From an optimization exercise on the open Yosys and OpenROAD flow, aimed at small area; shortcuts taken in it are not production practice. In this exercise RTL edits were held to simulation tests only and were not proved equivalent to the original. Power is estimated from default activity; no workload was simulated.

Setup of run 1:
==> flow/design.v (excerpt) <==
module goStickMan(clk, resetn, go, up, down, plot, x, y, colour, HEX2, HEX1, HEX0);
  input clk;
  input resetn;
  input go, up, down;
  output reg plot;
  output [7:0] x;
  output [6:0] y;
  output [2:0] colour;
  output [6:0] HEX2, HEX1, HEX0;
  localparam P_W = 3'd0, P_E = 3'd1, P_R1 = 3'd2, P_R2 = 3'd3, P_J = 3'd6, P_S = 3'd7;
  localparam PH_PRE = 2'd0, PH_DRAW = 2'd1, PH_PCLR = 2'd3, PH_CLR = 2'd2;
  localparam S_SC = 4'd0, S_SPR = 4'd4, S_SPRE = 4'd5, S_B3 = 4'd11, S_B0 = 4'd8,
             S_PREF = 4'd7, S_PREW = 4'd6;
  reg [2:0] pose;
  reg [1:0] ph;
  reg [3:0] seg;      
  reg [1:0] pass;     
  reg [11:0] score;
  reg [4:0] b;        
  reg [3:0] fl;       
  reg [3:0] lfsr;
  reg [7:0] xr;
  reg [6:0] yr;       
  assign colour = {3{ph[0]}};
  wire game = pose[1];
  wire isW = (pose[1:0] == 2'b00);
  wire isE = (pose[1:0] == 2'b01);
  wire hold = pose[2] & !pose[1];
  wire low = (seg[3:2] == 2'b00);           
  assign x = hold ? (isW ? 8'd48 : 8'd62) : xr;
  assign y = hold ? (isW ? 7'd56 : 7'd48) : yr - 7'd14 - (low ? 7'd48 : 7'd0) - ((seg == S_SPRE) ? 7'd4 : 7'd0);
  wire pclr = (ph == PH_PCLR);
  wire active = !pclr || game;
  wire blkseg = seg[3];
  wire [1:0] bj = seg[1:0];                 
  function [3:0] nib; input [1:0] s; input [11:0] sc;
    nib = (s == 2'd1) ? sc[3:0] : (s == 2'd2) ? sc[7:4] : sc[11:8];
  endfunction
  function [4:0] dbx5; input [1:0] s;       
    dbx5 = (s == 2'd1) ? 5'd24 : (s == 2'd2) ? 5'd18 : 5'd12;
  endfunction
  function [7:0] dbx; input [1:0] s;        
    dbx = (s == 2'd1) ? 8'd152 : (s == 2'd2) ? 8'd146 : 8'd140;
  endfunction
  wire [3:0] nseg = (seg == S_PREF) ? S_SC : (seg == S_PREW) ? S_SPR :
                    (seg == 4'd3) ? (isE ? S_SPRE : S_SPR) :
  ...
Size: roughly 940 cells after synthesis, about 52 flip-flops, about 45 I/O pins, ~5800 sq um of cells after synthesis.
==> flow/config.mk <==
export PLATFORM = sky130hd
export DESIGN_NAME = goStickMan
export DESIGN_NICKNAME = goStickMan
export VERILOG_FILES = /design/flow/design.v
export SDC_FILE = /design/flow/constraint.sdc
export NUM_CORES = 8
export LEC_CHECK = 0
export ABC_AREA = 1
export CAP_MARGIN = 20
export CORE_MARGIN = 2
export CORE_UTILIZATION = 50
export CTS_BUF_LIST = sky130_fd_sc_hd__clkbuf_8
export GPL_TIMING_DRIVEN = 0
export SLEW_MARGIN = 20
==> flow/constraint.sdc <==
create_clock -name core_clock -period 20.0 [get_ports {clk}]
set_input_delay 4.0000 -clock core_clock [delete_from_list [all_inputs] [get_ports {clk}]]
set_output_delay 4.0000 -clock core_clock [all_outputs]
set_load 0.01 [all_outputs]
standard.sh (not shown) runs the stock make flow with config.mk's settings and CLKGATE_MAP_FILE= SYNTH_SCRIPT=/design/flow/synth_recipe.tcl, a recipe that flattens the netlist after the stock synthesis.
==> flow/flow/run.sh <==
#!/bin/bash
# Own layout flow: the standard ORFS flow (standard.sh) with synthesis and buffering choices:
#  - flow/own.mk is added to the ORFS config: it keeps the half/full adder cells out
#    (DONT_USE_CELLS), so Yosys's adder extraction leaves that logic to ABC; it buffers the
#    ports, and the wires Yosys would leave as assignments, with the smallest buffer cell;
#    and it builds the clock tree from clkbuf_8 cells without dummy loads;
#  - ABC maps with flow/abc_area.script from several random seeds, run in parallel, and the
#    smallest result is kept (flow/own_synth.tcl).
# Registers, floorplan, power grid, placement, clock tree and routing come from the standard
# flow's steps.
set -euo pipefail
here=$(pwd)
cat config.mk flow/own.mk > own_config.mk
sed "s#source \$::env(SCRIPTS_DIR)/synth.tcl#source $here/flow/own_synth.tcl#" synth_recipe.tcl > own_synth_top.tcl
sed -e "s#DESIGN_CONFIG=[^ ]*#DESIGN_CONFIG=$here/own_config.mk#" \
    -e "s#SYNTH_SCRIPT=[^ ]*#SYNTH_SCRIPT=$here/own_synth_top.tcl#" standard.sh > own_standard.sh
export OWN_ABC_SCRIPT=$here/flow/abc_area.script
export OWN_ABC_DIR=$here/abc_runs
export OWN_ABC_SEEDS="1 2 3 4 5 6 7 8 9 10 11 12 13 14 15 16 17 18 19 20 21 22 23 24"
bash own_standard.sh > flow_make.log 2>&1
==> flow/flow/abc_area.script <==
strash
&get -n
&fraig -x
&put
scorr
dc2
strash
&get -n
&deepsyn -J 200 -T 3000 -S @SEED@
&put
strash
&get -n
&dch -f
&nf -a -R 1000 -C 32 -F 8 -A 8 -p
&put
strash
&get -n
&dch -f
&nf -a -R 1000 -C 32 -F 8 -A 8 -p
&put
topo
stime -c
Other scripts of this flow, unchanged in this note and not shown: flow/flow/own.mk, flow/flow/own_synth.tcl
Run 1 finished every stage and its layout cleared the timing, design-rule and antenna checks.
## Diff of input files: run 2 against run 1
- swapping 50 for 30 in CORE_UTILIZATION
diff --git a/flow/flow/run.sh b/flow/flow/run.sh
--- a/flow/flow/run.sh
+++ b/flow/flow/run.sh
@@ -18,3 +18,3 @@
 export OWN_ABC_DIR=$here/abc_runs
-export OWN_ABC_SEEDS="1 2 3 4 5 6 7 8 9 10 11 12 13 14 15 16 17 18 19 20 21 22 23 24"
+export OWN_ABC_SEEDS="1 2 3 4 5 6 7 8 9 10 11 12 13 14 15 16"
 bash own_standard.sh > flow_make.log 2>&1
diff --git a/flow/flow/abc_area.script b/flow/flow/abc_area.script
--- a/flow/flow/abc_area.script
+++ b/flow/flow/abc_area.script
@@ -8,3 +8,3 @@
 &get -n
-&deepsyn -J 200 -T 3000 -S @SEED@
+&deepsyn -J 100 -T 1800 -S @SEED@
 &put
Notes after the runs:
Combinational fraction of design power down 0.6 points in run 2 wrt run 1
Sort run 2 and run 1 by fraction of area in registers, descending, and run 1 comes first.
Run 2 reports a higher portion of netlist area occupied by mux cells than run 1 does.
## Diff of input files: run 3 against run 2
diff --git a/flow/flow/run.sh b/flow/flow/run.sh
--- a/flow/flow/run.sh
+++ b/flow/flow/run.sh
@@ -18,3 +18,3 @@
 export OWN_ABC_DIR=$here/abc_runs
-export OWN_ABC_SEEDS="1 2 3 4 5 6 7 8 9 10 11 12 13 14 15 16"
+export OWN_ABC_SEEDS="1 2 3 4 5 6 7 8 9 10 11 12 13 14 15 16 17 18 19 20 21 22 23 24"
 bash own_standard.sh > flow_make.log 2>&1
diff --git a/flow/flow/abc_area.script b/flow/flow/abc_area.script
--- a/flow/flow/abc_area.script
+++ b/flow/flow/abc_area.script
@@ -8,3 +8,3 @@
 &get -n
-&deepsyn -J 100 -T 1800 -S @SEED@
+&deepsyn -T 60 -S @SEED@
 &put
Results
Run 3 finished every step from synthesis to the final layout, and the layout passed the timing, design-rule and antenna checks.
Area overhead of the layout relative to synthesis for run 3: 0.19 points up relative to run 2
On run 3: sequential power is about 4% higher than what run 2 gave.
Run 3 against run 2: wire length after detailed routing moved up; sequential share of layout area down 0.46 points.

separate check: timing with driven ports:
The flow's constraints put no driver on any port. The routed layouts listed below were extracted and timed again, unchanged, in two steps.
Step 1, drivers: a clkbuf_16 drives clk and a buf_2 each remaining input, both assumed.
Step 2 moves the port delays by t, midway between the first and last clock arrival at a register: inputs arrive t later, outputs are due t later. That takes back most of the time a late clock gives input paths.
Slacks: no drivers / after step 1 / after step 2; pairs: no drivers / after step 1.
run	t (ns)	setup slack, ns	cell pins on the clock port's net
run 1	0.338	10.115 / 10.115 / 10.115	1
run 2	0.337	10.112 / 10.112 / 10.112	1
run 3	0.337	10.437 / 10.437 / 10.437	1
After both steps every run listed still meets setup and hold.
